Context: an optimization exercise on an open-source flow, tuned for small area, a short achievable clock period and few clock cycles per item. The choices shown serve that exercise and are no tape-out recipe.
In this exercise RTL edits were held to simulation tests only and were not proved equivalent to the original.
Power and IR drop assume default switching activity.

==> config.mk <==
export PLATFORM = sky130hd
export DESIGN_NAME = linear
export DESIGN_NICKNAME = linear
export VERILOG_FILES = /design/flow/design.v
export SDC_FILE = /design/flow/constraint.sdc
export NUM_CORES = 4
export LEC_CHECK = 0
export CAP_MARGIN = 30
export CORE_AREA = 5 5 555 555
export DIE_AREA = 0 0 560 560
export PLACE_DENSITY = 0.7
export SETUP_SLACK_MARGIN = 4.5
export SLEW_MARGIN = 30
export TNS_END_PERCENT = 100
==> constraint.sdc <==
create_clock -name core_clock -period 8.0 [get_ports {clk}]
set_input_delay 1.6000 -clock core_clock [delete_from_list [all_inputs] [get_ports {clk}]]
set_output_delay 1.6000 -clock core_clock [all_outputs]
set_load 0.01 [all_outputs]
==> design.v <==
module fadd_rsh (
  input  wire [3:0] f,
  input  wire [2:0] s,
  output wire [6:0] r,
  output wire sticky);
  wire [6:0] l3 = {1'b1, f, 2'b00};
  wire stk2 = (l3[3:0] != 4'd0) & s[2];
  wire [6:0] l2 = s[2] ? {4'b0000, l3[6:4]} : l3;
  wire stk1 = ((l2[1:0] != 2'd0) & s[1]) | stk2;
  wire [6:0] l1 = s[1] ? {2'b00, l2[6:2]} : l2;
  assign sticky = (l1[0] & s[0]) | stk1;
  assign r = s[0] ? {1'b0, l1[6:1]} : l1;
endmodule
module fadd_s1 (
  input  wire [11:0] X,
  input  wire [11:0] Y,
  output wire [32:0] M);
  function [2:0] sub3(input [2:0] a, input [2:0] b);
    begin
      case ({a, b})
        6'd0: sub3 = 3'd0;
        6'd1: sub3 = 3'd7;
        6'd2: sub3 = 3'd6;
        6'd3: sub3 = 3'd5;
        6'd4: sub3 = 3'd4;
        6'd5: sub3 = 3'd3;
        6'd6: sub3 = 3'd2;
        6'd7: sub3 = 3'd1;
        6'd8: sub3 = 3'd1;
        6'd9: sub3 = 3'd0;
        6'd10: sub3 = 3'd7;
        6'd11: sub3 = 3'd6;
        6'd12: sub3 = 3'd5;
        6'd13: sub3 = 3'd4;
        6'd14: sub3 = 3'd3;
        6'd15: sub3 = 3'd2;
        6'd16: sub3 = 3'd2;
        6'd17: sub3 = 3'd1;
        6'd18: sub3 = 3'd0;
        6'd19: sub3 = 3'd7;
        6'd20: sub3 = 3'd6;
        6'd21: sub3 = 3'd5;
        6'd22: sub3 = 3'd4;
        6'd23: sub3 = 3'd3;
        6'd24: sub3 = 3'd3;
        6'd25: sub3 = 3'd2;
        6'd26: sub3 = 3'd1;
        6'd27: sub3 = 3'd0;
        6'd28: sub3 = 3'd7;
        6'd29: sub3 = 3'd6;
        6'd30: sub3 = 3'd5;
        6'd31: sub3 = 3'd4;
        6'd32: sub3 = 3'd4;
        6'd33: sub3 = 3'd3;
        6'd34: sub3 = 3'd2;
        6'd35: sub3 = 3'd1;
        6'd36: sub3 = 3'd0;
        6'd37: sub3 = 3'd7;
        6'd38: sub3 = 3'd6;
        6'd39: sub3 = 3'd5;
        6'd40: sub3 = 3'd5;
        6'd41: sub3 = 3'd4;
        6'd42: sub3 = 3'd3;
        6'd43: sub3 = 3'd2;
        6'd44: sub3 = 3'd1;
        6'd45: sub3 = 3'd0;
        6'd46: sub3 = 3'd7;
        6'd47: sub3 = 3'd6;
        6'd48: sub3 = 3'd6;
        6'd49: sub3 = 3'd5;
        6'd50: sub3 = 3'd4;
        6'd51: sub3 = 3'd3;
        6'd52: sub3 = 3'd2;
        6'd53: sub3 = 3'd1;
        6'd54: sub3 = 3'd0;
        6'd55: sub3 = 3'd7;
        6'd56: sub3 = 3'd7;
        6'd57: sub3 = 3'd6;
        6'd58: sub3 = 3'd5;
        6'd59: sub3 = 3'd4;
        6'd60: sub3 = 3'd3;
        6'd61: sub3 = 3'd2;
        6'd62: sub3 = 3'd1;
        6'd63: sub3 = 3'd0;
        default: sub3 = 3'd0;
      endcase
    end
  endfunction
  wire [1:0] exnX = X[11:10], exnY = Y[11:10];
  wire [5:0] dXY = {1'b0, X[8:4]} - {1'b0, Y[8:4]};
  wire [4:0] dYX = Y[8:4] - X[8:4];
  wire swap = ((exnX == exnY) & dXY[5]) | (exnX < exnY);
  wire [11:0] nX = swap ? Y : X;
  wire [11:0] nY = swap ? X : Y;
  wire [4:0] ed = swap ? dYX : dXY[4:0];
  wire ed0 = X[4] ^ Y[4];
  wire effSub = X[9] ^ Y[9];
  wire selClose = (ed[4:1] == 4'b0000) & effSub;
  wire [6:0] A  = {2'b01, X[3:0], 1'b0};
  wire [6:0] Bv = {2'b01, Y[3:0], 1'b0};
  wire [6:0] A1 = {3'b001, X[3:0]};
  wire [6:0] B1 = {3'b001, Y[3:0]};
  wire [6:0] amb = A - Bv;
  wire [6:0] bma = Bv - A;
  wire [6:0] amb1 = A - B1;
  wire [6:0] bma1 = Bv - A1;
  wire [5:0] frcE = amb[6] ? bma[5:0] : amb[5:0];
  wire fscE = swap ? bma[6] : amb[6];
  wire [6:0] dO = swap ? bma1 : amb1;
  wire [5:0] frc1 = ed0 ? dO[5:0] : frcE;
  wire fsc = ed0 ? dO[6] : fscE;
  wire [2:0] lXY = sub3(X[6:4], Y[6:4]);
  wire [2:0] lYX = sub3(Y[6:4], X[6:4]);
  wire oXY = dXY[4] | dXY[3];
  wire oYX = dYX[4] | dYX[3];
  wire [6:0] shY, shX;
  wire stY, stX;
  fadd_rsh rY (.f(Y[3:0]), .s(lXY), .r(shY), .sticky(stY));
  fadd_rsh rX (.f(X[3:0]), .s(lYX), .r(shX), .sticky(stX));
  wire [7:0] fX = {2'b01, X[3:0], 2'b00};
  wire [7:0] fY = {2'b01, Y[3:0], 2'b00};
  wire [7:0] aN = fX + ({1'b0, shY} ^ {8{effSub}}) + {7'd0, effSub & ~stY};
  wire [7:0] aS = fY + ({1'b0, shX} ^ {8{effSub}}) + {7'd0, effSub & ~stX};
  wire [7:0] oN = fX - {7'd0, effSub};
  wire [7:0] oS = fY - {7'd0, effSub};
  wire [7:0] rN = oXY ? oN : aN;
  wire [7:0] rS = oYX ? oS : aS;
  wire [7:0] r0 = swap ? rS : rN;
  wire sticky = swap ? (oYX | stX) : (oXY | stY);
  assign M = {nX[11:10], nY[11:10], nX[9:0], nY[9], effSub, selClose, fsc, frc1, r0, sticky};
endmodule
module fadd_s2 (
  input  wire [32:0] M,
  output wire [11:0] R);
  wire [3:0] exnXY = M[32:29];
  wire [9:0] nX = M[28:19];
  wire nYs = M[18];
  wire effSub = M[17];
  wire selClose = M[16];
  wire fsc = M[15];
  wire [5:0] frc1 = M[14:9];
  wire [7:0] r0 = M[8:1];
  wire sticky = M[0];
  wire [6:0] E = {2'b00, nX[8:4]};
  wire c2 = (frc1[5:2] == 4'd0);
  wire [5:0] n2 = c2 ? {frc1[1:0], 4'b0000} : frc1;
  wire c1 = (n2[5:4] == 2'd0);
  wire [5:0] n1 = c1 ? {n2[3:0], 2'b00} : n2;
  wire c0 = ~n1[5];
  wire [5:0] n0 = c0 ? {n1[4:0], 1'b0} : n1;
  wire [2:0] nz = {c2, c1, c0};
  wire roundClose = n0[0] & n0[1];
  wire closeZero = (frc1 == 6'd0);
  wire [6:0] expClose = E - {4'b0000, nz};
  wire [4:0] fracC = {1'b0, n0[4:1]} + {4'd0, roundClose};
  wire [6:0] expC = expClose + {6'd0, fracC[4]};
  wire [1:0] lb = r0[7:6];
  wire [3:0] f1 = (lb == 2'b00) ? r0[4:1] : (lb == 2'b01) ? r0[5:2] : r0[6:3];
  wire rb = (lb == 2'b00) ? r0[0] : (lb == 2'b01) ? r0[1] : r0[2];
  wire sb = (lb == 2'b00) ? sticky : (lb == 2'b01) ? (r0[0] | sticky) : (r0[1] | r0[0] | sticky);
  wire roundFar = rb & (sb | f1[0]);
  wire [4:0] fracF = {1'b0, f1} + {4'd0, roundFar};
  wire [6:0] Em1 = E - 7'd1, Ep1 = E + 7'd1, Ep2 = E + 7'd2;
  wire cf = fracF[4];
  wire [6:0] expF = (lb == 2'b00) ? (cf ? E : Em1) :
                    (lb == 2'b01) ? (cf ? Ep1 : E) : (cf ? Ep2 : Ep1);
  wire [10:0] rr = selClose ? {expC, fracC[3:0]} : {expF, fracF[3:0]};
  wire zfc = selClose & closeZero;
  wire resSign = (selClose & closeZero) ? 1'b0 : (nX[9] ^ (selClose & fsc));
  wire [1:0] uo = rr[10:9];
  wire [1:0] exn2 = uo[1] ? 2'b00 : uo[0] ? {~zfc, 1'b0} : {1'b0, ~zfc};
  wire n0101 = (exnXY == 4'b0101);
  wire [1:0] exnR = (exnXY == 4'b1110) ? 2'b11 :
                    (exnXY == 4'b1010) ? {1'b1, effSub} :
                    n0101 ? exn2 : exnXY[3:2];
  wire sgnR = (exnXY == 4'b0000) ? (nX[9] & nYs) : n0101 ? resSign : nX[9];
  wire [8:0] es = n0101 ? rr[8:0] : nX[8:0];
  assign R = {exnR, sgnR, es};
endmodule
module fmul_s1 (
  input  wire [11:0] X,
  input  wire [11:0] Y,
  output wire [19:0] M);
  wire sign = X[9] ^ Y[9];
  wire [6:0] expSum = {2'b00, X[8:4]} + {2'b00, Y[8:4]} - 7'd15;
  wire [4:0] a = {1'b1, X[3:0]};
  wire [9:0] p0 = {5'd0, a & {5{Y[0]}}};
  wire [9:0] p1 = {4'd0, a & {5{Y[1]}}, 1'd0};
  wire [9:0] p2 = {3'd0, a & {5{Y[2]}}, 2'd0};
  wire [9:0] p3 = {2'd0, a & {5{Y[3]}}, 3'd0};
  wire [9:0] p4 = {1'd0, a, 4'd0};
  wire [9:0] s1 = p0 ^ p1 ^ p2;
  wire [9:0] c1 = {(p0[8:0] & p1[8:0]) | (p0[8:0] & p2[8:0]) | (p1[8:0] & p2[8:0]), 1'b0};
  wire [9:0] s2 = s1 ^ c1 ^ p3;
  wire [9:0] c2 = {(s1[8:0] & c1[8:0]) | (s1[8:0] & p3[8:0]) | (c1[8:0] & p3[8:0]), 1'b0};
  wire [9:0] s3 = s2 ^ c2 ^ p4;
  wire [9:0] c3 = {(s2[8:0] & c2[8:0]) | (s2[8:0] & p4[8:0]) | (c2[8:0] & p4[8:0]), 1'b0};
  wire [9:0] sigProd = s3 + c3;
  wire [3:0] es = {X[11:10], Y[11:10]};
  wire [1:0] exc = (es == 4'b0000 || es == 4'b0001 || es == 4'b0100) ? 2'b00 :
                   (es == 4'b0101) ? 2'b01 :
                   (es == 4'b0110 || es == 4'b1001 || es == 4'b1010) ? 2'b10 : 2'b11;
  assign M = {exc, sign, expSum, sigProd};
endmodule
module fmul_s2 (
  input  wire [19:0] M,
  output wire [11:0] R);
  wire [1:0] exc = M[19:18];
  wire sign = M[17];
  wire [6:0] expSum = M[16:10];
  wire [9:0] sigProd = M[9:0];
  wire norm = sigProd[9];
  wire [6:0] expPost = expSum + {6'd0, norm};
  wire [9:0] spe = norm ? {sigProd[8:0], 1'b0} : {sigProd[7:0], 2'b00};
  wire guard = (spe[4:0] != 5'd0);
  wire rnd = spe[5] & (guard | spe[6]);
  wire [10:0] esr = {expPost, spe[9:6]} + {10'd0, rnd};
  wire [1:0] excPost = (esr[10:9] == 2'b00) ? 2'b01 : (esr[10:9] == 2'b01) ? 2'b10 : 2'b00;
  wire [1:0] fexc = (exc == 2'b01) ? excPost : exc;
  assign R = {fexc, sign, esr[8:0]};
endmodule
`default_nettype none
module linear (
	clk,
	rst,
	start,
	ready,
	done,
	p__arg0_0_0,
	p__arg0_0_1,
	p__arg0_0_10,
	p__arg0_0_2,
	p__arg0_0_3,
	p__arg0_0_4,
	p__arg0_0_5,
	p__arg0_0_6,
	p__arg0_0_7,
	p__arg0_0_8,
	p__arg0_0_9,
	p___constant_11x11xf32_0_0,
	p___constant_11x11xf32_0_1,
	p___constant_11x11xf32_0_10,
	p___constant_11x11xf32_0_2,
	p___constant_11x11xf32_0_3,
	p___constant_11x11xf32_0_4,
	p___constant_11x11xf32_0_5,
	p___constant_11x11xf32_0_6,
	p___constant_11x11xf32_0_7,
	p___constant_11x11xf32_0_8,
	p___constant_11x11xf32_0_9,
	p___constant_11x11xf32_10_0,
	p___constant_11x11xf32_10_1,
	p___constant_11x11xf32_10_10,
	p___constant_11x11xf32_10_2,
	p___constant_11x11xf32_10_3,
	p___constant_11x11xf32_10_4,
	p___constant_11x11xf32_10_5,
	p___constant_11x11xf32_10_6,
	p___constant_11x11xf32_10_7,
	p___constant_11x11xf32_10_8,
	p___constant_11x11xf32_10_9,
	p___constant_11x11xf32_1_0,
	p___constant_11x11xf32_1_1,
	p___constant_11x11xf32_1_10,
	p___constant_11x11xf32_1_2,
	p___constant_11x11xf32_1_3,
	p___constant_11x11xf32_1_4,
	p___constant_11x11xf32_1_5,
	p___constant_11x11xf32_1_6,
	p___constant_11x11xf32_1_7,
	p___constant_11x11xf32_1_8,
	p___constant_11x11xf32_1_9,
	p___constant_11x11xf32_2_0,
	p___constant_11x11xf32_2_1,
	p___constant_11x11xf32_2_10,
	p___constant_11x11xf32_2_2,
	p___constant_11x11xf32_2_3,
	p___constant_11x11xf32_2_4,
	p___constant_11x11xf32_2_5,
	p___constant_11x11xf32_2_6,
	p___constant_11x11xf32_2_7,
	p___constant_11x11xf32_2_8,
	p___constant_11x11xf32_2_9,
	p___constant_11x11xf32_3_0,
	p___constant_11x11xf32_3_1,
	p___constant_11x11xf32_3_10,
	p___constant_11x11xf32_3_2,
	p___constant_11x11xf32_3_3,
	p___constant_11x11xf32_3_4,
	p___constant_11x11xf32_3_5,
	p___constant_11x11xf32_3_6,
	p___constant_11x11xf32_3_7,
	p___constant_11x11xf32_3_8,
	p___constant_11x11xf32_3_9,
	p___constant_11x11xf32_4_0,
	p___constant_11x11xf32_4_1,
	p___constant_11x11xf32_4_10,
	p___constant_11x11xf32_4_2,
	p___constant_11x11xf32_4_3,
	p___constant_11x11xf32_4_4,
	p___constant_11x11xf32_4_5,
	p___constant_11x11xf32_4_6,
	p___constant_11x11xf32_4_7,
	p___constant_11x11xf32_4_8,
	p___constant_11x11xf32_4_9,
	p___constant_11x11xf32_5_0,
	p___constant_11x11xf32_5_1,
	p___constant_11x11xf32_5_10,
	p___constant_11x11xf32_5_2,
	p___constant_11x11xf32_5_3,
	p___constant_11x11xf32_5_4,
	p___constant_11x11xf32_5_5,
	p___constant_11x11xf32_5_6,
	p___constant_11x11xf32_5_7,
	p___constant_11x11xf32_5_8,
	p___constant_11x11xf32_5_9,
	p___constant_11x11xf32_6_0,
	p___constant_11x11xf32_6_1,
	p___constant_11x11xf32_6_10,
	p___constant_11x11xf32_6_2,
	p___constant_11x11xf32_6_3,
	p___constant_11x11xf32_6_4,
	p___constant_11x11xf32_6_5,
	p___constant_11x11xf32_6_6,
	p___constant_11x11xf32_6_7,
	p___constant_11x11xf32_6_8,
	p___constant_11x11xf32_6_9,
	p___constant_11x11xf32_7_0,
	p___constant_11x11xf32_7_1,
	p___constant_11x11xf32_7_10,
	p___constant_11x11xf32_7_2,
	p___constant_11x11xf32_7_3,
	p___constant_11x11xf32_7_4,
	p___constant_11x11xf32_7_5,
	p___constant_11x11xf32_7_6,
	p___constant_11x11xf32_7_7,
	p___constant_11x11xf32_7_8,
	p___constant_11x11xf32_7_9,
	p___constant_11x11xf32_8_0,
	p___constant_11x11xf32_8_1,
	p___constant_11x11xf32_8_10,
	p___constant_11x11xf32_8_2,
	p___constant_11x11xf32_8_3,
	p___constant_11x11xf32_8_4,
	p___constant_11x11xf32_8_5,
	p___constant_11x11xf32_8_6,
	p___constant_11x11xf32_8_7,
	p___constant_11x11xf32_8_8,
	p___constant_11x11xf32_8_9,
	p___constant_11x11xf32_9_0,
	p___constant_11x11xf32_9_1,
	p___constant_11x11xf32_9_10,
	p___constant_11x11xf32_9_2,
	p___constant_11x11xf32_9_3,
	p___constant_11x11xf32_9_4,
	p___constant_11x11xf32_9_5,
	p___constant_11x11xf32_9_6,
	p___constant_11x11xf32_9_7,
	p___constant_11x11xf32_9_8,
	p___constant_11x11xf32_9_9,
	p___constant_11xf32_0,
	p___constant_11xf32_1,
	p___constant_11xf32_10,
	p___constant_11xf32_2,
	p___constant_11xf32_3,
	p___constant_11xf32_4,
	p___constant_11xf32_5,
	p___constant_11xf32_6,
	p___constant_11xf32_7,
	p___constant_11xf32_8,
	p___constant_11xf32_9,
	output_p_val_313
);
	input wire clk;
	input wire rst;
	input wire start;
	output wire ready;
	output wire done;
	input wire [11:0] p__arg0_0_0;
	input wire [11:0] p__arg0_0_1;
	input wire [11:0] p__arg0_0_10;
	input wire [11:0] p__arg0_0_2;
	input wire [11:0] p__arg0_0_3;
	input wire [11:0] p__arg0_0_4;
	input wire [11:0] p__arg0_0_5;
	input wire [11:0] p__arg0_0_6;
	input wire [11:0] p__arg0_0_7;
	input wire [11:0] p__arg0_0_8;
	input wire [11:0] p__arg0_0_9;
	input wire [11:0] p___constant_11x11xf32_0_0;
	input wire [11:0] p___constant_11x11xf32_0_1;
	input wire [11:0] p___constant_11x11xf32_0_10;
	input wire [11:0] p___constant_11x11xf32_0_2;
	input wire [11:0] p___constant_11x11xf32_0_3;
	input wire [11:0] p___constant_11x11xf32_0_4;
	input wire [11:0] p___constant_11x11xf32_0_5;
	input wire [11:0] p___constant_11x11xf32_0_6;
	input wire [11:0] p___constant_11x11xf32_0_7;
	input wire [11:0] p___constant_11x11xf32_0_8;
	input wire [11:0] p___constant_11x11xf32_0_9;
	input wire [11:0] p___constant_11x11xf32_10_0;
	input wire [11:0] p___constant_11x11xf32_10_1;
	input wire [11:0] p___constant_11x11xf32_10_10;
	input wire [11:0] p___constant_11x11xf32_10_2;
	input wire [11:0] p___constant_11x11xf32_10_3;
	input wire [11:0] p___constant_11x11xf32_10_4;
	input wire [11:0] p___constant_11x11xf32_10_5;
	input wire [11:0] p___constant_11x11xf32_10_6;
	input wire [11:0] p___constant_11x11xf32_10_7;
	input wire [11:0] p___constant_11x11xf32_10_8;
	input wire [11:0] p___constant_11x11xf32_10_9;
	input wire [11:0] p___constant_11x11xf32_1_0;
	input wire [11:0] p___constant_11x11xf32_1_1;
	input wire [11:0] p___constant_11x11xf32_1_10;
	input wire [11:0] p___constant_11x11xf32_1_2;
	input wire [11:0] p___constant_11x11xf32_1_3;
	input wire [11:0] p___constant_11x11xf32_1_4;
	input wire [11:0] p___constant_11x11xf32_1_5;
	input wire [11:0] p___constant_11x11xf32_1_6;
	input wire [11:0] p___constant_11x11xf32_1_7;
	input wire [11:0] p___constant_11x11xf32_1_8;
	input wire [11:0] p___constant_11x11xf32_1_9;
	input wire [11:0] p___constant_11x11xf32_2_0;
	input wire [11:0] p___constant_11x11xf32_2_1;
	input wire [11:0] p___constant_11x11xf32_2_10;
	input wire [11:0] p___constant_11x11xf32_2_2;
	input wire [11:0] p___constant_11x11xf32_2_3;
	input wire [11:0] p___constant_11x11xf32_2_4;
	input wire [11:0] p___constant_11x11xf32_2_5;
	input wire [11:0] p___constant_11x11xf32_2_6;
	input wire [11:0] p___constant_11x11xf32_2_7;
	input wire [11:0] p___constant_11x11xf32_2_8;
	input wire [11:0] p___constant_11x11xf32_2_9;
	input wire [11:0] p___constant_11x11xf32_3_0;
	input wire [11:0] p___constant_11x11xf32_3_1;
	input wire [11:0] p___constant_11x11xf32_3_10;
	input wire [11:0] p___constant_11x11xf32_3_2;
	input wire [11:0] p___constant_11x11xf32_3_3;
	input wire [11:0] p___constant_11x11xf32_3_4;
	input wire [11:0] p___constant_11x11xf32_3_5;
	input wire [11:0] p___constant_11x11xf32_3_6;
	input wire [11:0] p___constant_11x11xf32_3_7;
	input wire [11:0] p___constant_11x11xf32_3_8;
	input wire [11:0] p___constant_11x11xf32_3_9;
	input wire [11:0] p___constant_11x11xf32_4_0;
	input wire [11:0] p___constant_11x11xf32_4_1;
	input wire [11:0] p___constant_11x11xf32_4_10;
	input wire [11:0] p___constant_11x11xf32_4_2;
	input wire [11:0] p___constant_11x11xf32_4_3;
	input wire [11:0] p___constant_11x11xf32_4_4;
	input wire [11:0] p___constant_11x11xf32_4_5;
	input wire [11:0] p___constant_11x11xf32_4_6;
	input wire [11:0] p___constant_11x11xf32_4_7;
	input wire [11:0] p___constant_11x11xf32_4_8;
	input wire [11:0] p___constant_11x11xf32_4_9;
	input wire [11:0] p___constant_11x11xf32_5_0;
	input wire [11:0] p___constant_11x11xf32_5_1;
	input wire [11:0] p___constant_11x11xf32_5_10;
	input wire [11:0] p___constant_11x11xf32_5_2;
	input wire [11:0] p___constant_11x11xf32_5_3;
	input wire [11:0] p___constant_11x11xf32_5_4;
	input wire [11:0] p___constant_11x11xf32_5_5;
	input wire [11:0] p___constant_11x11xf32_5_6;
	input wire [11:0] p___constant_11x11xf32_5_7;
	input wire [11:0] p___constant_11x11xf32_5_8;
	input wire [11:0] p___constant_11x11xf32_5_9;
	input wire [11:0] p___constant_11x11xf32_6_0;
	input wire [11:0] p___constant_11x11xf32_6_1;
	input wire [11:0] p___constant_11x11xf32_6_10;
	input wire [11:0] p___constant_11x11xf32_6_2;
	input wire [11:0] p___constant_11x11xf32_6_3;
	input wire [11:0] p___constant_11x11xf32_6_4;
	input wire [11:0] p___constant_11x11xf32_6_5;
	input wire [11:0] p___constant_11x11xf32_6_6;
	input wire [11:0] p___constant_11x11xf32_6_7;
	input wire [11:0] p___constant_11x11xf32_6_8;
	input wire [11:0] p___constant_11x11xf32_6_9;
	input wire [11:0] p___constant_11x11xf32_7_0;
	input wire [11:0] p___constant_11x11xf32_7_1;
	input wire [11:0] p___constant_11x11xf32_7_10;
	input wire [11:0] p___constant_11x11xf32_7_2;
	input wire [11:0] p___constant_11x11xf32_7_3;
	input wire [11:0] p___constant_11x11xf32_7_4;
	input wire [11:0] p___constant_11x11xf32_7_5;
	input wire [11:0] p___constant_11x11xf32_7_6;
	input wire [11:0] p___constant_11x11xf32_7_7;
	input wire [11:0] p___constant_11x11xf32_7_8;
	input wire [11:0] p___constant_11x11xf32_7_9;
	input wire [11:0] p___constant_11x11xf32_8_0;
	input wire [11:0] p___constant_11x11xf32_8_1;
	input wire [11:0] p___constant_11x11xf32_8_10;
	input wire [11:0] p___constant_11x11xf32_8_2;
	input wire [11:0] p___constant_11x11xf32_8_3;
	input wire [11:0] p___constant_11x11xf32_8_4;
	input wire [11:0] p___constant_11x11xf32_8_5;
	input wire [11:0] p___constant_11x11xf32_8_6;
	input wire [11:0] p___constant_11x11xf32_8_7;
	input wire [11:0] p___constant_11x11xf32_8_8;
	input wire [11:0] p___constant_11x11xf32_8_9;
	input wire [11:0] p___constant_11x11xf32_9_0;
	input wire [11:0] p___constant_11x11xf32_9_1;
	input wire [11:0] p___constant_11x11xf32_9_10;
	input wire [11:0] p___constant_11x11xf32_9_2;
	input wire [11:0] p___constant_11x11xf32_9_3;
	input wire [11:0] p___constant_11x11xf32_9_4;
	input wire [11:0] p___constant_11x11xf32_9_5;
	input wire [11:0] p___constant_11x11xf32_9_6;
	input wire [11:0] p___constant_11x11xf32_9_7;
	input wire [11:0] p___constant_11x11xf32_9_8;
	input wire [11:0] p___constant_11x11xf32_9_9;
	input wire [11:0] p___constant_11xf32_0;
	input wire [11:0] p___constant_11xf32_1;
	input wire [11:0] p___constant_11xf32_10;
	input wire [11:0] p___constant_11xf32_2;
	input wire [11:0] p___constant_11xf32_3;
	input wire [11:0] p___constant_11xf32_4;
	input wire [11:0] p___constant_11xf32_5;
	input wire [11:0] p___constant_11xf32_6;
	input wire [11:0] p___constant_11xf32_7;
	input wire [11:0] p___constant_11xf32_8;
	input wire [11:0] p___constant_11xf32_9;
	output wire [11:0] output_p_val_313;
reg busy;
reg [5:0] cnt;
reg ready_r, done_r;
wire last = (cnt == 6'd36);
always @(posedge clk) begin
  if (rst) begin
    busy <= 1'b0;
    cnt <= 6'd0;
    ready_r <= 1'b1;
    done_r <= 1'b0;
  end else begin
    done_r <= busy & (cnt == 6'd35);
    if (!busy) begin
      if (start) begin
        busy <= 1'b1;
        cnt <= 6'd1;
        ready_r <= 1'b0;
      end
    end else if (last) begin
      busy <= 1'b0;
      cnt <= 6'd0;
      ready_r <= 1'b1;
    end else begin
      cnt <= cnt + 6'd1;
    end
  end
end
assign ready = ready_r;
assign done = done_r;
reg [21:0] oh;
always @(posedge clk) begin
  if (rst | (busy & last)) oh <= 22'd1;
  else if (busy | start) oh <= {oh[20:0], 1'b0};
end
reg [11:0] xr;
always @(posedge clk)
  xr <=
    ({12{(oh[0] | oh[1])}} & p__arg0_0_0) |
    ({12{(oh[2] | oh[3])}} & p__arg0_0_1) |
    ({12{(oh[4] | oh[5])}} & p__arg0_0_2) |
    ({12{(oh[6] | oh[7])}} & p__arg0_0_3) |
    ({12{(oh[8] | oh[9])}} & p__arg0_0_4) |
    ({12{(oh[10] | oh[11])}} & p__arg0_0_5) |
    ({12{(oh[12] | oh[13])}} & p__arg0_0_6) |
    ({12{(oh[14] | oh[15])}} & p__arg0_0_7) |
    ({12{(oh[16] | oh[17])}} & p__arg0_0_8) |
    ({12{(oh[18] | oh[19])}} & p__arg0_0_9) |
    ({12{(oh[20] | oh[21])}} & p__arg0_0_10);
reg q_zx;                 
reg q_yb0, q_yb1;         
reg q_t1, q_t2, q_t3, q_t4;   
reg q_ym;                 
reg q_xs, q_xs4, q_xs5;   
reg q_xh, q_xh4, q_xh5;   
always @(posedge clk) begin
  q_zx <= (cnt == 6'd1) | (cnt == 6'd2);
  q_yb0 <= (cnt == 6'd23);
  q_yb1 <= (cnt == 6'd24);
  q_t1 <= (cnt == 6'd26);
  q_t2 <= (cnt == 6'd28);
  q_t3 <= (cnt == 6'd30);
  q_t4 <= (cnt == 6'd32);
  q_ym <= ~((cnt == 6'd23) | (cnt == 6'd24) | (cnt == 6'd26) | (cnt == 6'd28) | (cnt == 6'd30) | (cnt == 6'd32));
  q_xh <= (cnt == 6'd26);
  q_xh4 <= (cnt == 6'd26) | (cnt == 6'd31);
  q_xh5 <= (cnt == 6'd26) | (cnt == 6'd27);
  q_xs <= ~((cnt == 6'd1) | (cnt == 6'd2) | (cnt == 6'd26));
  q_xs4 <= ~((cnt == 6'd1) | (cnt == 6'd2) | (cnt == 6'd26) | (cnt == 6'd31));
  q_xs5 <= ~((cnt == 6'd1) | (cnt == 6'd2) | (cnt == 6'd26) | (cnt == 6'd27));
end
reg [11:0] wr0;
always @(posedge clk)
  wr0 <=
    ({12{oh[0]}} & p___constant_11x11xf32_0_0) |
    ({12{oh[1]}} & p___constant_11x11xf32_1_0) |
    ({12{oh[2]}} & p___constant_11x11xf32_0_1) |
    ({12{oh[3]}} & p___constant_11x11xf32_1_1) |
    ({12{oh[4]}} & p___constant_11x11xf32_0_2) |
    ({12{oh[5]}} & p___constant_11x11xf32_1_2) |
    ({12{oh[6]}} & p___constant_11x11xf32_0_3) |
    ({12{oh[7]}} & p___constant_11x11xf32_1_3) |
    ({12{oh[8]}} & p___constant_11x11xf32_0_4) |
    ({12{oh[9]}} & p___constant_11x11xf32_1_4) |
    ({12{oh[10]}} & p___constant_11x11xf32_0_5) |
    ({12{oh[11]}} & p___constant_11x11xf32_1_5) |
    ({12{oh[12]}} & p___constant_11x11xf32_0_6) |
    ({12{oh[13]}} & p___constant_11x11xf32_1_6) |
    ({12{oh[14]}} & p___constant_11x11xf32_0_7) |
    ({12{oh[15]}} & p___constant_11x11xf32_1_7) |
    ({12{oh[16]}} & p___constant_11x11xf32_0_8) |
    ({12{oh[17]}} & p___constant_11x11xf32_1_8) |
    ({12{oh[18]}} & p___constant_11x11xf32_0_9) |
    ({12{oh[19]}} & p___constant_11x11xf32_1_9) |
    ({12{oh[20]}} & p___constant_11x11xf32_0_10) |
    ({12{oh[21]}} & p___constant_11x11xf32_1_10);
reg [19:0] mm0;
wire [19:0] mmd0;
wire [11:0] m0;
fmul_s1 mul1_0 (.X(xr), .Y(wr0), .M(mmd0));
always @(posedge clk) mm0 <= mmd0;
fmul_s2 mul2_0 (.M(mm0), .R(m0));
reg [11:0] ax0, ay0;
reg [32:0] am0;
wire [32:0] amd0;
wire [11:0] s0;
fadd_s1 add1_0 (.X(ax0), .Y(ay0), .M(amd0));
always @(posedge clk) am0 <= amd0;
fadd_s2 add2_0 (.M(am0), .R(s0));
reg [11:0] wr1;
always @(posedge clk)
  wr1 <=
    ({12{oh[0]}} & p___constant_11x11xf32_2_0) |
    ({12{oh[1]}} & p___constant_11x11xf32_3_0) |
    ({12{oh[2]}} & p___constant_11x11xf32_2_1) |
    ({12{oh[3]}} & p___constant_11x11xf32_3_1) |
    ({12{oh[4]}} & p___constant_11x11xf32_2_2) |
    ({12{oh[5]}} & p___constant_11x11xf32_3_2) |
    ({12{oh[6]}} & p___constant_11x11xf32_2_3) |
    ({12{oh[7]}} & p___constant_11x11xf32_3_3) |
    ({12{oh[8]}} & p___constant_11x11xf32_2_4) |
    ({12{oh[9]}} & p___constant_11x11xf32_3_4) |
    ({12{oh[10]}} & p___constant_11x11xf32_2_5) |
    ({12{oh[11]}} & p___constant_11x11xf32_3_5) |
    ({12{oh[12]}} & p___constant_11x11xf32_2_6) |
    ({12{oh[13]}} & p___constant_11x11xf32_3_6) |
    ({12{oh[14]}} & p___constant_11x11xf32_2_7) |
    ({12{oh[15]}} & p___constant_11x11xf32_3_7) |
    ({12{oh[16]}} & p___constant_11x11xf32_2_8) |
    ({12{oh[17]}} & p___constant_11x11xf32_3_8) |
    ({12{oh[18]}} & p___constant_11x11xf32_2_9) |
    ({12{oh[19]}} & p___constant_11x11xf32_3_9) |
    ({12{oh[20]}} & p___constant_11x11xf32_2_10) |
    ({12{oh[21]}} & p___constant_11x11xf32_3_10);
reg [19:0] mm1;
wire [19:0] mmd1;
wire [11:0] m1;
fmul_s1 mul1_1 (.X(xr), .Y(wr1), .M(mmd1));
always @(posedge clk) mm1 <= mmd1;
fmul_s2 mul2_1 (.M(mm1), .R(m1));
reg [11:0] ax1, ay1;
reg [32:0] am1;
wire [32:0] amd1;
wire [11:0] s1;
fadd_s1 add1_1 (.X(ax1), .Y(ay1), .M(amd1));
always @(posedge clk) am1 <= amd1;
fadd_s2 add2_1 (.M(am1), .R(s1));
reg [11:0] wr2;
always @(posedge clk)
  wr2 <=
    ({12{oh[0]}} & p___constant_11x11xf32_4_0) |
    ({12{oh[1]}} & p___constant_11x11xf32_5_0) |
    ({12{oh[2]}} & p___constant_11x11xf32_4_1) |
    ({12{oh[3]}} & p___constant_11x11xf32_5_1) |
    ({12{oh[4]}} & p___constant_11x11xf32_4_2) |
    ({12{oh[5]}} & p___constant_11x11xf32_5_2) |
    ({12{oh[6]}} & p___constant_11x11xf32_4_3) |
    ({12{oh[7]}} & p___constant_11x11xf32_5_3) |
    ({12{oh[8]}} & p___constant_11x11xf32_4_4) |
    ({12{oh[9]}} & p___constant_11x11xf32_5_4) |
    ({12{oh[10]}} & p___constant_11x11xf32_4_5) |
    ({12{oh[11]}} & p___constant_11x11xf32_5_5) |
    ({12{oh[12]}} & p___constant_11x11xf32_4_6) |
    ({12{oh[13]}} & p___constant_11x11xf32_5_6) |
    ({12{oh[14]}} & p___constant_11x11xf32_4_7) |
    ({12{oh[15]}} & p___constant_11x11xf32_5_7) |
    ({12{oh[16]}} & p___constant_11x11xf32_4_8) |
    ({12{oh[17]}} & p___constant_11x11xf32_5_8) |
    ({12{oh[18]}} & p___constant_11x11xf32_4_9) |
    ({12{oh[19]}} & p___constant_11x11xf32_5_9) |
    ({12{oh[20]}} & p___constant_11x11xf32_4_10) |
    ({12{oh[21]}} & p___constant_11x11xf32_5_10);
reg [19:0] mm2;
wire [19:0] mmd2;
wire [11:0] m2;
fmul_s1 mul1_2 (.X(xr), .Y(wr2), .M(mmd2));
always @(posedge clk) mm2 <= mmd2;
fmul_s2 mul2_2 (.M(mm2), .R(m2));
reg [11:0] ax2, ay2;
reg [32:0] am2;
wire [32:0] amd2;
wire [11:0] s2;
fadd_s1 add1_2 (.X(ax2), .Y(ay2), .M(amd2));
always @(posedge clk) am2 <= amd2;
fadd_s2 add2_2 (.M(am2), .R(s2));
reg [11:0] wr3;
always @(posedge clk)
  wr3 <=
    ({12{oh[0]}} & p___constant_11x11xf32_6_0) |
    ({12{oh[1]}} & p___constant_11x11xf32_7_0) |
    ({12{oh[2]}} & p___constant_11x11xf32_6_1) |
    ({12{oh[3]}} & p___constant_11x11xf32_7_1) |
    ({12{oh[4]}} & p___constant_11x11xf32_6_2) |
    ({12{oh[5]}} & p___constant_11x11xf32_7_2) |
    ({12{oh[6]}} & p___constant_11x11xf32_6_3) |
    ({12{oh[7]}} & p___constant_11x11xf32_7_3) |
    ({12{oh[8]}} & p___constant_11x11xf32_6_4) |
    ({12{oh[9]}} & p___constant_11x11xf32_7_4) |
    ({12{oh[10]}} & p___constant_11x11xf32_6_5) |
    ({12{oh[11]}} & p___constant_11x11xf32_7_5) |
    ({12{oh[12]}} & p___constant_11x11xf32_6_6) |
    ({12{oh[13]}} & p___constant_11x11xf32_7_6) |
    ({12{oh[14]}} & p___constant_11x11xf32_6_7) |
    ({12{oh[15]}} & p___constant_11x11xf32_7_7) |
    ({12{oh[16]}} & p___constant_11x11xf32_6_8) |
    ({12{oh[17]}} & p___constant_11x11xf32_7_8) |
    ({12{oh[18]}} & p___constant_11x11xf32_6_9) |
    ({12{oh[19]}} & p___constant_11x11xf32_7_9) |
    ({12{oh[20]}} & p___constant_11x11xf32_6_10) |
    ({12{oh[21]}} & p___constant_11x11xf32_7_10);
reg [19:0] mm3;
wire [19:0] mmd3;
wire [11:0] m3;
fmul_s1 mul1_3 (.X(xr), .Y(wr3), .M(mmd3));
always @(posedge clk) mm3 <= mmd3;
fmul_s2 mul2_3 (.M(mm3), .R(m3));
reg [11:0] ax3, ay3;
reg [32:0] am3;
wire [32:0] amd3;
wire [11:0] s3;
fadd_s1 add1_3 (.X(ax3), .Y(ay3), .M(amd3));
always @(posedge clk) am3 <= amd3;
fadd_s2 add2_3 (.M(am3), .R(s3));
reg [11:0] wr4;
always @(posedge clk)
  wr4 <=
    ({12{oh[0]}} & p___constant_11x11xf32_8_0) |
    ({12{oh[1]}} & p___constant_11x11xf32_9_0) |
    ({12{oh[2]}} & p___constant_11x11xf32_8_1) |
    ({12{oh[3]}} & p___constant_11x11xf32_9_1) |
    ({12{oh[4]}} & p___constant_11x11xf32_8_2) |
    ({12{oh[5]}} & p___constant_11x11xf32_9_2) |
    ({12{oh[6]}} & p___constant_11x11xf32_8_3) |
    ({12{oh[7]}} & p___constant_11x11xf32_9_3) |
    ({12{oh[8]}} & p___constant_11x11xf32_8_4) |
    ({12{oh[9]}} & p___constant_11x11xf32_9_4) |
    ({12{oh[10]}} & p___constant_11x11xf32_8_5) |
    ({12{oh[11]}} & p___constant_11x11xf32_9_5) |
    ({12{oh[12]}} & p___constant_11x11xf32_8_6) |
    ({12{oh[13]}} & p___constant_11x11xf32_9_6) |
    ({12{oh[14]}} & p___constant_11x11xf32_8_7) |
    ({12{oh[15]}} & p___constant_11x11xf32_9_7) |
    ({12{oh[16]}} & p___constant_11x11xf32_8_8) |
    ({12{oh[17]}} & p___constant_11x11xf32_9_8) |
    ({12{oh[18]}} & p___constant_11x11xf32_8_9) |
    ({12{oh[19]}} & p___constant_11x11xf32_9_9) |
    ({12{oh[20]}} & p___constant_11x11xf32_8_10) |
    ({12{oh[21]}} & p___constant_11x11xf32_9_10);
reg [19:0] mm4;
wire [19:0] mmd4;
wire [11:0] m4;
fmul_s1 mul1_4 (.X(xr), .Y(wr4), .M(mmd4));
always @(posedge clk) mm4 <= mmd4;
fmul_s2 mul2_4 (.M(mm4), .R(m4));
reg [11:0] ax4, ay4;
reg [32:0] am4;
wire [32:0] amd4;
wire [11:0] s4;
fadd_s1 add1_4 (.X(ax4), .Y(ay4), .M(amd4));
always @(posedge clk) am4 <= amd4;
fadd_s2 add2_4 (.M(am4), .R(s4));
reg [11:0] wr5;
always @(posedge clk)
  wr5 <=
    ({12{oh[0]}} & p___constant_11x11xf32_10_0) |
    ({12{oh[1]}} & p___constant_11x11xf32_10_0) |
    ({12{oh[2]}} & p___constant_11x11xf32_10_1) |
    ({12{oh[3]}} & p___constant_11x11xf32_10_1) |
    ({12{oh[4]}} & p___constant_11x11xf32_10_2) |
    ({12{oh[5]}} & p___constant_11x11xf32_10_2) |
    ({12{oh[6]}} & p___constant_11x11xf32_10_3) |
    ({12{oh[7]}} & p___constant_11x11xf32_10_3) |
    ({12{oh[8]}} & p___constant_11x11xf32_10_4) |
    ({12{oh[9]}} & p___constant_11x11xf32_10_4) |
    ({12{oh[10]}} & p___constant_11x11xf32_10_5) |
    ({12{oh[11]}} & p___constant_11x11xf32_10_5) |
    ({12{oh[12]}} & p___constant_11x11xf32_10_6) |
    ({12{oh[13]}} & p___constant_11x11xf32_10_6) |
    ({12{oh[14]}} & p___constant_11x11xf32_10_7) |
    ({12{oh[15]}} & p___constant_11x11xf32_10_7) |
    ({12{oh[16]}} & p___constant_11x11xf32_10_8) |
    ({12{oh[17]}} & p___constant_11x11xf32_10_8) |
    ({12{oh[18]}} & p___constant_11x11xf32_10_9) |
    ({12{oh[19]}} & p___constant_11x11xf32_10_9) |
    ({12{oh[20]}} & p___constant_11x11xf32_10_10) |
    ({12{oh[21]}} & p___constant_11x11xf32_10_10);
reg [19:0] mm5;
wire [19:0] mmd5;
wire [11:0] m5;
fmul_s1 mul1_5 (.X(xr), .Y(wr5), .M(mmd5));
always @(posedge clk) mm5 <= mmd5;
fmul_s2 mul2_5 (.M(mm5), .R(m5));
reg [11:0] ax5, ay5;
reg [32:0] am5;
wire [32:0] amd5;
wire [11:0] s5;
fadd_s1 add1_5 (.X(ax5), .Y(ay5), .M(amd5));
always @(posedge clk) am5 <= amd5;
fadd_s2 add2_5 (.M(am5), .R(s5));
always @(posedge clk) begin
  if (q_zx) ax0 <= 12'd0;
  else if (!q_xh) ax0 <= s0;
end
always @(posedge clk)
  ay0 <=
    ({12{q_ym}} & m0) |
    ({12{q_yb0}} & p___constant_11xf32_0) |
    ({12{q_yb1}} & p___constant_11xf32_1) |
    ({12{q_t1}} & s0) |
    ({12{q_t2}} & s1) |
    ({12{q_t3}} & s2) |
    ({12{q_t4}} & ax4);
always @(posedge clk) begin
  if (q_zx) ax1 <= 12'd0;
  else if (!q_xh) ax1 <= s1;
end
always @(posedge clk)
  ay1 <=
    ({12{q_ym}} & m1) |
    ({12{q_yb0}} & p___constant_11xf32_2) |
    ({12{q_yb1}} & p___constant_11xf32_3) |
    ({12{q_t1}} & s1);
always @(posedge clk) begin
  if (q_zx) ax2 <= 12'd0;
  else if (!q_xh) ax2 <= s2;
end
always @(posedge clk)
  ay2 <=
    ({12{q_ym}} & m2) |
    ({12{q_yb0}} & p___constant_11xf32_4) |
    ({12{q_yb1}} & p___constant_11xf32_5) |
    ({12{q_t1}} & s2) |
    ({12{q_t2}} & s3);
always @(posedge clk) begin
  if (q_zx) ax3 <= 12'd0;
  else if (!q_xh) ax3 <= s3;
end
always @(posedge clk)
  ay3 <=
    ({12{q_ym}} & m3) |
    ({12{q_yb0}} & p___constant_11xf32_6) |
    ({12{q_yb1}} & p___constant_11xf32_7) |
    ({12{q_t1}} & s3);
always @(posedge clk) begin
  if (q_zx) ax4 <= 12'd0;
  else if (!q_xh4) ax4 <= s4;
end
always @(posedge clk)
  ay4 <=
    ({12{q_ym}} & m4) |
    ({12{q_yb0}} & p___constant_11xf32_8) |
    ({12{q_yb1}} & p___constant_11xf32_9) |
    ({12{q_t1}} & s4) |
    ({12{q_t2}} & ax5);
always @(posedge clk) begin
  if (q_zx) ax5 <= 12'd0;
  else if (!q_xh5) ax5 <= s5;
end
always @(posedge clk)
  ay5 <=
    ({12{q_ym}} & m5) |
    ({12{q_yb0}} & p___constant_11xf32_10) |
    ({12{q_yb1}} & p___constant_11xf32_10) |
    ({12{q_t1}} & s5);
reg [11:0] out_r;
always @(posedge clk) out_r <= s0;
assign output_p_val_313 = out_r;
endmodule
==> flow/run.sh <==
#!/bin/bash
# The standard layout, with the port buffers made of the smallest buffer
# cell (sky130_fd_sc_hd__buf_1) instead of the one buffer_ports picks itself.
set -euo pipefail
export BUFFER_PORTS_ARGS="-buffer_cell sky130_fd_sc_hd__buf_1"
bash standard.sh > standard_flow.log 2>&1
==> standard.sh <==
#!/bin/bash
# synth_recipe.tcl (not shown) runs the flow's synth.tcl, then flattens the netlist and writes it again
# the make line also repeats each setting of config.mk as NAME=value (left out here)
make -C /OpenROAD-flow-scripts/flow DESIGN_CONFIG=/design/flow/config.mk WORK_HOME=/design/flow/orfs CLKGATE_MAP_FILE= SYNTH_SCRIPT=/design/flow/synth_recipe.tcl "${@:-finish}"
==> results.ini, run 1 <==
[sta]
min_period_ns = 3.89
period_share_pct = 48.6
setup_tns_ns = 0
slew-limit-headroom_pct = 21.8
tightestPinTransition_ns = 1.16
finalSetupViolCount = 0
fmax_ghz = 0.257
skew_ns = 0.0739
rsz0062_at_grt = true
hold_violations = 0
maxSlewViolCount = 0

[worst_setup_path]
path_cells = clkinv_2 > nor2_1 > a21oi_2 > nor2_1 > a31oi_1 > o22ai_1 > xnor2_1 > ha_1 > nand4_1 > a2111oi_4 > a2111oi_4 > a21oi_2 > mux2_4 > a22o_1
required_ns = 8.72
rrSetupSlack_ns = 4.11
crit_type = register to register
endpoint_kind = register
reg2reg_depth = 14
cp-start-kind = register
r2r_end = am4[8]
cp.arrival_ns = 4.61
crit_fanout = 10
crit_path_max_incr_delay_ns = 0.74
crit_slowest_cell = dfxtp_1
r2r-start = ax4[3]

[grt]
use_met1_pct = 28.7
grt_usage_pct = 27.7
grt_pass1_wl_um = 588000
top_usage_layer = met2
antenna_found_initial = 254
met2_usage_pct = 47.8
grt_remaining_overflow = 0
met3_usage_pct = 6.37
grt_pass1_vias = 63000
grt_max_degree = 87

[pwr]
clock_power_share_pct = 10.4
p_int_mw = 19.2
power_leakage_nw = 28.3
peakVddDrop_mv = 0.319
total_power_mw = 39.1
power_frac_seq_pct = 16.1
combinationalPowerShare_pct = 73.5
p_sw_share_pct = 50.8
power_switching_mw = 19.9
powerDensity_nw_per_um2 = 519

[floorplanning]
start_util_pct = 18.4
fp.dieW_um = 560
die_height_um = 560
io_pins = 1733
design.core.area_um2 = 302000
dieArea_um2 = 314000
row_count = 202

[place]
dp_hpwl_um = 383000
io_buffers = 1732
dpl_cell_area_um2 = 67100
gp_routability_congestion = 1.01

[cts]
clkTransAtPathRegs_ns = 0.06
root_buffer = clkbuf_16
cts_tree = built
clock_sinks = 599
numCtsBuffers = 89
clockBufferDepth = 4
htreeDepth = 3
clkLatencyLatePin_ns = 0.84

[detailed_routing]
detail-route-antenna-nets = 0
wl_um = 466000
drc = 0
drt_pre_antenna_iters = 11
drtIter0Drc = 8278
vias = 68100
viasPerCell = 5.17
avgRoutedWirePerCell_um = 35.4

[worst_hold_path]
hold_start = wr4[9]
hold_depth = 1
hold_path.class = register to register
holdPathEnd = mm4[17]

[synth]
async_reset_ff_share_pct = 0
yosys_most_used_dff = dfxtp_1
yosys.area.top_type_share_pct = 21.6
synthDistinctLibCells = 109
synth-edff-count = 0
yosys.area.top_type = dfxtp_1
ys_top_cells_by_area = dfxtp_1 (22%), ha_1 (10%), a22oi_1 (7.0%), xnor2_1 (5.1%), fa_1 (4.3%)
mappedNetlistArea_um2 = 55600
ys_ff_latch = 599
synth_nets = 9304
syn_inst = 7017
syn_avg_cell_area_um2 = 7.93
ys_warn_count = 2
seq_area_frac_synth_pct = 21.6

[layout]
finalCoreUtilization_pct = 25.0
nets = 11000
synthToLayoutAreaGrowth_pct = 35.4
stdcell_area_um2 = 75400
drive_above_1_share_pct = 13.2

[flow_run]
drv_cap = 0

[status]
outcome = no timing/DRC/antenna violations

==> critical path, delay by kind of cell, from the launching register on <==
family / cells / cell delay (ns)
buffers and inverters: 1 / 0.39
AND/OR/NAND/NOR: 3 / 0.62
multiplexers: 1 / 0.30
XOR/XNOR: 1 / 0.10
adder cells (fa/ha/maj): 1 / 0.36
AO/OA/AOI/OAI: 7 / 1.24
flip-flops: 1 / 0.74
==> per-stage QoR <==
| stage | setup slack, ns | std cells | hold slack [ns] |
|---|---|---|---|
| finish | 4.11 | 13200 | 0.438 |
| detailed placement | 3.18 | 12400 | 0.421 |
| global placement | 3.17 | 12400 | 0.418 |
| global route | 4.15 | 13100 | 0.445 |
| CTS | 4.29 | 12700 | 0.440 |
| floorplan | 4.43 | 7017 | 0.406 |
==> metal layers <==
metal,share of wire (%),vias up
met4,10,54
met5,0.080,-
met2,48,4278
met3,8.1,1111
li1,-,30000
met1,34,32700
==> cell usage after synthesis, types with 78 or more instances <==
master and count:
a211oi_1 113, a21o_1 78, a21oi_1 453, a221oi_1 158, a222oi_1 78, a22o_1 159
a22oi_1 519, and2_1 122, and3_1 81, clkbuf_1 404, dfxtp_1 599, fa_1 120
ha_1 448, inv_1 343, mux2i_1 139, nand2_1 518, nand3_1 241, nand4_1 96
nor2_1 543, nor3_1 108, o21ai_0 346, xnor2_1 323, xor2_1 121
==> layout by cell type (no fill, tap or decap), drive strengths merged, types with 28 or more instances in the layout <==
master / count
o21bai: 48
xor2: 124
a22o: 159
o211ai: 63
nand4: 96
fa: 120
mux2i: 139
or2: 42
a211oi: 115
nand2: 519
a222oi: 78
mux2: 69
a21oi: 455
dfxtp: 599
buf: 2102
and2: 124
nand3: 241
a221oi: 161
nor3: 108
o21ai: 357
inv: 356
diode: 389
a22oi: 520
and3: 81
xnor2: 328
nand2b: 64
a21o: 79
o21a: 28
nor2b: 78
nor2: 545
a31oi: 38
ha: 448
clkbuf: 118
==> final cells by class <==
cell class / count / area [um2]
repair buffers: 2108 / 9690
well taps: 3978 / 4980
multi-input cells: 5603 / 43100
clock inverters: 44 / 438
flip-flops and latches: 599 / 12200
clock buffers: 112 / 2480
diodes: 389 / 973
inverters: 355 / 1430
fillers: 33400 / 227000
==> state kept, by name, summed over array words and instances (netlist names), 22 cells and up <==
name  flops
am1      33
am2      33
oh       22
am4      33
am3      33
am0      33
am5      33
==> what timing repair did <==
action                     4_1_cts  5_1_grt
gates resized for setup        256      338
setup endpoints to repair      110       98
cloned                           2        4
buffers inserted               116      102
hold buffers                     0        0
pin swaps                      123      172
==> cells by family (layout without fill, tap and decap cells) <==
kind of cell / Yosys count / count (layout) / synth area share [%]
AO/OA/AOI/OAI: 2346 / 2347 / 29.8
XOR/XNOR: 451 / 452 / 7.19
adder cells (fa/ha/maj): 572 / 572 / 14.5
buffers and inverters: 818 / 2619 / 5.55
flip-flops: 599 / 599 / 21.6
multiplexers: 208 / 208 / 3.92
other: 0 / 389 / 0
AND/OR/NAND/NOR: 2023 / 2024 / 17.5
==> power groups by stage <==
stage / Clock [mW] / Combinational [mW] / Sequential, mW
2_1_floorplan: 0 / 18.0 / 5.21
3_3_place_gp: 0 / 23.4 / 6.28
3_5_place_dp: 0 / 23.4 / 6.29
4_1_cts: 4.19 / 25.6 / 6.19
5_1_grt: 4.30 / 31.1 / 6.45
6_report: 4.09 / 28.7 / 6.30
==> worst max-delay path by stage <==
stage	cells past startpoint	startpoint	end	slack, ns
2_1_floorplan	21	ax0[5]	am0[7]	4.43
3_3_place_gp	6	p___constant_11x11xf32_4_1[7]	wr2[7]	3.17
3_5_place_dp	6	p___constant_11x11xf32_4_1[7]	wr2[7]	3.18
4_1_cts	17	ay1[4]	am1[7]	4.29
5_1_grt	19	ay4[5]	am4[8]	4.15
6_report	14	ax4[3]	am4[8]	4.11
Testbench counts, summed over its fixed seeds: cycles 29,600, items 800.
==> inputs of run 2 (changes only) <==
--- a/config.mk
+++ b/config.mk
@@ -10,5 +10,5 @@
 export DIE_AREA = 0 0 560 560
 export PLACE_DENSITY = 0.7
-export SETUP_SLACK_MARGIN = 4.5
+export SETUP_SLACK_MARGIN = 5
 export SLEW_MARGIN = 30
 export TNS_END_PERCENT = 100
==> run 2 against run 1 <==
Effect of this change:
- area after synthesis unchanged
- setup slack better by 0.25 ns
- critical path depth up 3
- first-iteration DRC count up 1.9%
- sequential cell count unchanged
- cell count up 1.2%
- maximum frequency up 6.8%
- clock power down 1%
- critical path type unchanged
- hold slack better by 0.010 ns
- wire length up 0.70%
- core utilization up 0.96 points
- still clean
==> results.ini, run 2 <==
[sta]
hold_violations = 0
maxSlewViolCount = 0
setup_tns_ns = 0
tightestPinTransition_ns = 1.05
setup_slack_ns = 4.36
skew_ns = 0.0555
min_period_ns = 3.64
hold_ws_ns = 0.448
period_share_pct = 45.5
finalSetupViolCount = 0
slew-limit-headroom_pct = 30.1
fmax_ghz = 0.275
rsz0062_at_grt = true

[place]
place_inst = 12400
dpl_cell_area_um2 = 67500
place_ws_ns = 2.86
io_buffers = 1732
dp_hpwl_um = 379000
gp_routability_congestion = 1.03

[synth]
synth_commonest_cells = dfxtp_1 (599), nor2_1 (543), a22oi_1 (519)
syn_avg_cell_area_um2 = 7.93
synthDistinctLibCells = 109
yosys.area.top_type = dfxtp_1
yosys_most_used_dff = dfxtp_1
ys_top_cells_by_area = dfxtp_1 (22%), ha_1 (10%), a22oi_1 (7.0%), xnor2_1 (5.1%), fa_1 (4.3%)
mappedNetlistArea_um2 = 55600
ys_warn_count = 2
synth_most_common_cell = dfxtp_1
syn_inst = 7017
synth_nets = 9304
ys_ff_latch = 599
yosys.area.top_type_share_pct = 21.6
seq_area_frac_synth_pct = 21.6
synth-edff-count = 0
async_reset_ff_share_pct = 0

[layout]
drive_above_1_share_pct = 17.7
nets = 11200
stdcell_area_um2 = 78300
stdcell_count = 13300
mostFrequentLayoutCells = buf_1 (1725), a22oi_1 (513), nor2_1 (509)
synthToLayoutAreaGrowth_pct = 40.7
num-fill-cells = 33100
multi_input_area_um2 = 44500
finalCoreUtilization_pct = 25.9
final_common_cell = buf_1
seq_area_um2 = 12400

[cts]
clkLatencyLatePin_ns = 0.83
clock_sinks = 599
clkTransAtPathRegs_ns = 0.06
htreeDepth = 3
root_buffer = clkbuf_16
cts_tree = built
numCtsBuffers = 86
clockBufferDepth = 4
postCtsHoldBufs = 0

[detailed_routing]
drtIter0Drc = 8437
wl_um = 470000
vias = 69600
detail-route-antenna-nets = 0
drc = 0
drt_pre_antenna_iters = 9
viasPerCell = 5.22
avgRoutedWirePerCell_um = 35.2

[grt]
grt_pass1_wl_um = 596000
grt_max_degree = 76
grt_remaining_overflow = 0
grt_usage_pct = 28.0
grt_pass1_vias = 64300
antenna_found_initial = 262

[floorplanning]
die_height_um = 560
dieArea_um2 = 314000
row_count = 202
start_util_pct = 18.4
fp.dieW_um = 560
io_pins = 1733
design.core.area_um2 = 302000

[worst_setup_path]
crit_fanout = 10
cp.arrival_ns = 4.35
endpoint_kind = register
cpMostUsedCell = a21oi_2
crit_path_max_incr_delay_ns = 0.42
cp-start-kind = register
crit_slowest_cell = a2111oi_4
path_cells = clkinvlp_4 > ha_4 > or2_0 > a21oi_2 > o21ai_4 > nand2_8 > a22oi_2 > nor2_1 > a21oi_2 > and2_1 > ha_4 > nand4_1 > o21ba_4 > a2111oi_4 > a21oi_2 > mux2_4 > a22o_1
required_ns = 8.71
crit_type = register to register

[status]
outcome = no timing/DRC/antenna violations

[worst_hold_path]
hold_path.class = register to register

[pwr]
total_power_mw = 41.1
powerDensity_nw_per_um2 = 525
peakVddDrop_mv = 0.298
power_leakage_nw = 29.3

[flow_run]
drv_cap = 0

run 2: layer usage:
| layer | part of all wire, % | up-vias | track usage (%) |
|---|---|---|---|
| li1 | - | 30300 | - |
| met1 | 34 | 33600 | 29.1 |
| met2 | 47 | 4458 | 47.1 |
| met3 | 8.8 | 1175 | 7.13 |
| met4 | 10 | 50 | 24.3 |
| met5 | 0.067 | - | 0 |
run 2: final timing paths:
kind	slack [ns]	end	start	depth (start not counted)
min	0.45	mm4[17]	wr4[9]	1
max	4.36	am4[8]	ax4[5]	17
min reg2reg	0.45	mm4[17]	wr4[9]	1
max reg2reg	4.36	am4[8]	ax4[5]	17
run 2: where the power goes:
group          internal, mW  total [mW]  switching [mW]  leakage [nW]
Clock                  2.33        4.04            1.71          1.42
Combinational          13.8        30.7            17.0          22.9
Sequential             4.37        6.34            1.97          5.07
Total                  20.5        41.1            20.6          29.3
run 2: final cells by class:
| class | count | share of cell area [%] |
|---|---|---|
| multi-input combinational | 5604 | 56.9 |
| sequential | 599 | 15.8 |
| timing repair buffer | 2242 | 14.2 |
| tap | 3978 | 6.36 |
| clock buffer | 106 | 2.99 |
| inverter | 355 | 1.85 |
| antenna | 412 | 1.32 |
| clock inverter | 49 | 0.673 |
run 2: kinds of logic (layout without fill, tap and decap cells):
| kind of cell | Yosys count | count (layout) | share of synthesized area (%) |
|---|---|---|---|
| AND/OR/NAND/NOR | 2023 | 2023 | 17.5 |
| buffers and inverters | 818 | 2752 | 5.55 |
| other | 0 | 412 | 0 |
| adder cells (fa/ha/maj) | 572 | 572 | 14.5 |
| flip-flops | 599 | 599 | 21.6 |
| XOR/XNOR | 451 | 452 | 7.19 |
| AO/OA/AOI/OAI | 2346 | 2349 | 29.8 |
| multiplexers | 208 | 208 | 3.92 |
run 2: worst max-delay path, delay by kind of cell, from the launching register on:
kind | cells | cell delay [ns]
flip-flops | 1 | 0.37
AO/OA/AOI/OAI | 8 | 1.49
AND/OR/NAND/NOR | 5 | 0.91
adder cells (fa/ha/maj) | 2 | 0.33
multiplexers | 1 | 0.31
buffers and inverters | 1 | 0.11
run 2: what timing repair did:
item                                    in CTS  in global routing
pin swaps                                  306                238
cloned                                       5                  3
setup buffers                              269                 97
resized for setup                          593                340
endpoints found under the setup margin     230                188
==> inputs of run 3 (changes only) <==
--- a/design.v
+++ b/design.v
@@ -2,13 +2,16 @@
   input  wire [3:0] f,
   input  wire [2:0] s,
+  input  wire e,
   output wire [6:0] r,
   output wire sticky);
-  wire [6:0] l3 = {1'b1, f, 2'b00};
-  wire stk2 = (l3[3:0] != 4'd0) & s[2];
-  wire [6:0] l2 = s[2] ? {4'b0000, l3[6:4]} : l3;
-  wire stk1 = ((l2[1:0] != 2'd0) & s[1]) | stk2;
-  wire [6:0] l1 = s[1] ? {2'b00, l2[6:2]} : l2;
-  assign sticky = (l1[0] & s[0]) | stk1;
-  assign r = s[0] ? {1'b0, l1[6:1]} : l1;
+  wire [6:0] l3 = {1'b1, f, 2'b00} ^ {7{e}};
+  wire [6:0] l2 = s[2] ? {{4{e}}, l3[6:4]} : l3;
+  wire [6:0] l1 = s[1] ? {{2{e}}, l2[6:2]} : l2;
+  assign r = s[0] ? {e, l1[6:1]} : l1;
+  assign sticky = (s == 3'd3) ? f[0] :
+                  (s == 3'd4) ? (f[1:0] != 2'd0) :
+                  (s == 3'd5) ? (f[2:0] != 3'd0) :
+                  (s == 3'd6) ? (f != 4'd0) :
+                  (s == 3'd7);
 endmodule
 module fadd_s1 (
@@ -116,16 +119,14 @@
   wire [6:0] shY, shX;
   wire stY, stX;
-  fadd_rsh rY (.f(Y[3:0]), .s(lXY), .r(shY), .sticky(stY));
-  fadd_rsh rX (.f(X[3:0]), .s(lYX), .r(shX), .sticky(stX));
-  wire [7:0] fX = {2'b01, X[3:0], 2'b00};
-  wire [7:0] fY = {2'b01, Y[3:0], 2'b00};
-  wire [7:0] aN = fX + ({1'b0, shY} ^ {8{effSub}}) + {7'd0, effSub & ~stY};
-  wire [7:0] aS = fY + ({1'b0, shX} ^ {8{effSub}}) + {7'd0, effSub & ~stX};
-  wire [7:0] oN = fX - {7'd0, effSub};
-  wire [7:0] oS = fY - {7'd0, effSub};
-  wire [7:0] rN = oXY ? oN : aN;
-  wire [7:0] rS = oYX ? oS : aS;
+  fadd_rsh rY (.f(Y[3:0]), .s(lXY), .e(effSub), .r(shY), .sticky(stY));
+  fadd_rsh rX (.f(X[3:0]), .s(lYX), .e(effSub), .r(shX), .sticky(stX));
+  wire [7:0] opY = oXY ? {8{effSub}} : {effSub, shY};
+  wire [7:0] opX = oYX ? {8{effSub}} : {effSub, shX};
+  wire sN = oXY | stY;
+  wire sS = oYX | stX;
+  wire [7:0] rN = {2'b01, X[3:0], 2'b00} + opY + {7'd0, effSub & ~sN};
+  wire [7:0] rS = {2'b01, Y[3:0], 2'b00} + opX + {7'd0, effSub & ~sS};
   wire [7:0] r0 = swap ? rS : rN;
-  wire sticky = swap ? (oYX | stX) : (oXY | stY);
+  wire sticky = swap ? sS : sN;
   assign M = {nX[11:10], nY[11:10], nX[9:0], nY[9], effSub, selClose, fsc, frc1, r0, sticky};
 endmodule
--- a/config.mk
+++ b/config.mk
@@ -10,5 +10,5 @@
 export DIE_AREA = 0 0 560 560
 export PLACE_DENSITY = 0.7
-export SETUP_SLACK_MARGIN = 5
+export SETUP_SLACK_MARGIN = 4.5
 export SLEW_MARGIN = 30
 export TNS_END_PERCENT = 100
==> run 3 against run 2 <==
Effect of this change:
- sequential share of layout area increased by 0.80 points
- via count down 5.9%
- non-clock buffer count fell by 95
- first-iteration DRC count fell by 7.5%
- design area shrank 5.7%
- global-route usage fell by 2.1 points
- clock skew shrank 0.0097 ns
- still clean on timing, DRC and antenna
- clock power fell by 4%
- cell count decreased by 4.1%
- hold slack got worse by 0.0079 ns
==> results.ini, run 3 <==
[synth]
ys_ff_latch = 599
async_reset_ff_share_pct = 0
synth_commonest_cells = dfxtp_1 (599), nand2_1 (531), nor2_1 (493)
yosys.area.top_type_share_pct = 22.2
ys_warn_count = 2
mappedNetlistArea_um2 = 53900
yosys.area.top_type = dfxtp_1
yosys_most_used_dff = dfxtp_1
syn_inst = 6753
synthDistinctLibCells = 110
syn_avg_cell_area_um2 = 7.99
synth_nets = 9028
seq_area_frac_synth_pct = 22.2
synth_most_common_cell = dfxtp_1
synth-edff-count = 0
ys_top_cells_by_area = dfxtp_1 (22%), ha_1 (10%), a22oi_1 (6.8%), xnor2_1 (5.1%), fa_1 (4.5%)

[cts]
numCtsBuffers = 78
clkTransAtPathRegs_ns = 0.06
clkLatencyLatePin_ns = 0.73
cts_tree = built
clockBufferDepth = 3
htreeDepth = 3
postCtsHoldBufs = 0
clock_sinks = 599
root_buffer = clkbuf_16

[worst_setup_path]
required_ns = 8.63
crit_type = register to register
r2r_end = am5[8]
reg2reg_depth = 19
crit_start = ay5[4]
rrSetupSlack_ns = 4.13
r2r-start = ay5[4]
crit_fanout = 3
endpoint_kind = register
cp-start-kind = register
cp.arrival_ns = 4.49

[sta]
setup_slack_ns = 4.13
finalSetupViolCount = 0
fmax_ghz = 0.259
setup_tns_ns = 0
slew-limit-headroom_pct = 29.2
hold_violations = 0
maxSlewViolCount = 0
period_share_pct = 48.3
skew_ns = 0.0458
rsz0062_at_grt = true
tightestPinTransition_ns = 1.06
min_period_ns = 3.87

[worst_hold_path]
hold_path.class = register to register
hold_start = wr4[9]
holdPathEnd = mm4[17]
hold_depth = 1

[detailed_routing]
drtIter0Drc = 7802
drt_pre_antenna_iters = 10
avgRoutedWirePerCell_um = 34.1
vias = 65500
detail-route-antenna-nets = 0
wl_um = 437000
viasPerCell = 5.12
drc = 0

[grt]
grt_pass1_wl_um = 554000
grt_max_degree = 65
grt_usage_pct = 26.0
antenna_found_initial = 213
grt_remaining_overflow = 0
grt_pass1_vias = 60600

[pwr]
peakVddDrop_mv = 0.268
power_leakage_nw = 27.6
powerDensity_nw_per_um2 = 497

[place]
gp_routability_congestion = 1.04
place_ws_ns = 3.28
place_inst = 12200
io_buffers = 1732
dp_hpwl_um = 362000

[layout]
nets = 10800
stdcell_count = 12800
synthToLayoutAreaGrowth_pct = 36.8
final_common_cell = buf_1
mostFrequentLayoutCells = buf_1 (1732), nand2_1 (518), dfxtp_1 (508)
drive_above_1_share_pct = 14.5
num-fill-cells = 33100

[floorplanning]
design.core.area_um2 = 302000
fp.dieW_um = 560
dieArea_um2 = 314000
die_height_um = 560
start_util_pct = 17.9
row_count = 202
io_pins = 1733

[status]
outcome = no timing/DRC/antenna violations

[flow_run]
drv_cap = 0

-- run 3: cell types whose count changed after synthesis, moves of 17 or more --
cell	change
a211oi_1	-17
o21ai_0	-17
a22oi_1	-27
clkbuf_1	-17
a21oi_1	-45
nor2_1	-50
-- run 3: worst max-delay path, stage by stage, from the launching register on --
cell and delay [ns]:
dfxtp_4 0.37, inv_4 0.05, ha_4 0.16, fa_2 0.38
inv_2 0.07, a21oi_2 0.05, nor2_1 0.13, nor2_1 0.07
o22a_2 0.29, or2_4 0.27, a211oi_2 0.17, xnor2_1 0.09
ha_1 0.34, nand3_2 0.09, nor2_2 0.05, and2_4 0.16
o41ai_2 0.30, nand2b_1 0.15, a2111oi_4 0.34, mux2i_1 0.26
-- run 3: layout make-up --
class,instances,area (um2),share of cell area [%]
well taps,3978,4980,6.74
clock inverters,45,624,0.846
clock buffers,96,2120,2.87
repair buffers,2147,10000,13.5
multi-input cells,5357,41900,56.7
inverters,351,1400,1.90
repair inverters,1,5.00,0.00678
diodes,225,563,0.763
flip-flops and latches,599,12300,16.6
-- run 3: cells by family after synthesis --
logic type	after synthesis	synth area share, %
xor+xnor	443	7.29
compound gates	2213	28.9
mux	209	4.08
buf+inv	797	5.61
simple gates	1931	17.2
fa+ha+maj	561	14.7
flops	599	22.2
-- run 3: worst max path at each step --
stage	to	slack, ns
final	am5[8]	4.13
after global routing	am5[8]	4.01
after CTS	am5[8]	4.22
after detailed placement	wr1[10]	3.28
after global placement	wr1[10]	3.22
after floorplan	am5[8]	4.19
-- run 3: power by group --
group | internal [mW] | switching [mW] | leakage, nW
clock network | 2.19 | 1.68 | 1.33
registers | 4.40 | 2.01 | 5.06
logic | 11.7 | 14.7 | 21.2
total | 18.3 | 18.4 | 27.6
-- run 3: routing by layer --
metal  vias to the layer above  track usage (%)  part of all wire, %
li1                      28900                -                    -
met1                     31400             27.4                   34
met2                      4157             45.2                   49
met3                       988             6.39                  8.6
met4                        88             18.3                  8.7
met5                         -                0                 0.13
-- run 3: repair_timing --
action / 4_1_cts / 5_1_grt
gates resized for setup: 314 / 306
hold endpoints to repair: 0 / 0
buffers inserted: 151 / 96
pin swaps: 163 / 207
setup endpoints to repair: 110 / 92
gates cloned: 0 / 2
-- run 3: through the flow --
stage / area [um2] / hold WS (ns) / total power, mW / utilization, %
floorplan: 54500 / 0.406 / 21.5 / -
global placement: 65600 / 0.416 / 27.1 / 21.7
detailed placement: 65800 / 0.420 / 27.3 / 21.8
CTS: 71100 / 0.435 / 33.7 / 23.5
global route: 73700 / 0.466 / 39.2 / 24.4
finish: 73800 / 0.440 / 36.7 / 24.4
Testbench counts of run 3, summed over its fixed seeds: cycles 29,600, items 800.

afterwards: timing with drivers on the ports:
Ports are ideal in the flow. The routed layouts listed here were re-timed in OpenROAD.
Step 1 assumes that a clkbuf_16 drives the clock port and a buf_2 every other input.
Step 2 adds t to the input delays and takes it off the output delays; t is the mean of the earliest and latest rising clock arrival at the registers after step 1. Input paths then give back, and output paths get back, about the clock's delay inside the block.
a / b / c = ideal ports / drivers / drivers and shift; a / b = the first two.
run | t (ns) | setup WS [ns] | slew at the worst register clock pin (ns)
run 1 | 0.881 | 4.112 / 4.112 / 3.655 | 0.08 / 0.08
run 2 | 0.874 | 4.358 / 4.358 / 4.104 | 0.07 / 0.07
run 3 | 0.782 | 4.132 / 4.132 / 4.052 | 0.08 / 0.08
After both steps setup and hold are still met in every run listed. The setup slack of run 1, which loses most, moves by 0.000 ns with the drivers and by -0.457 ns with both steps.
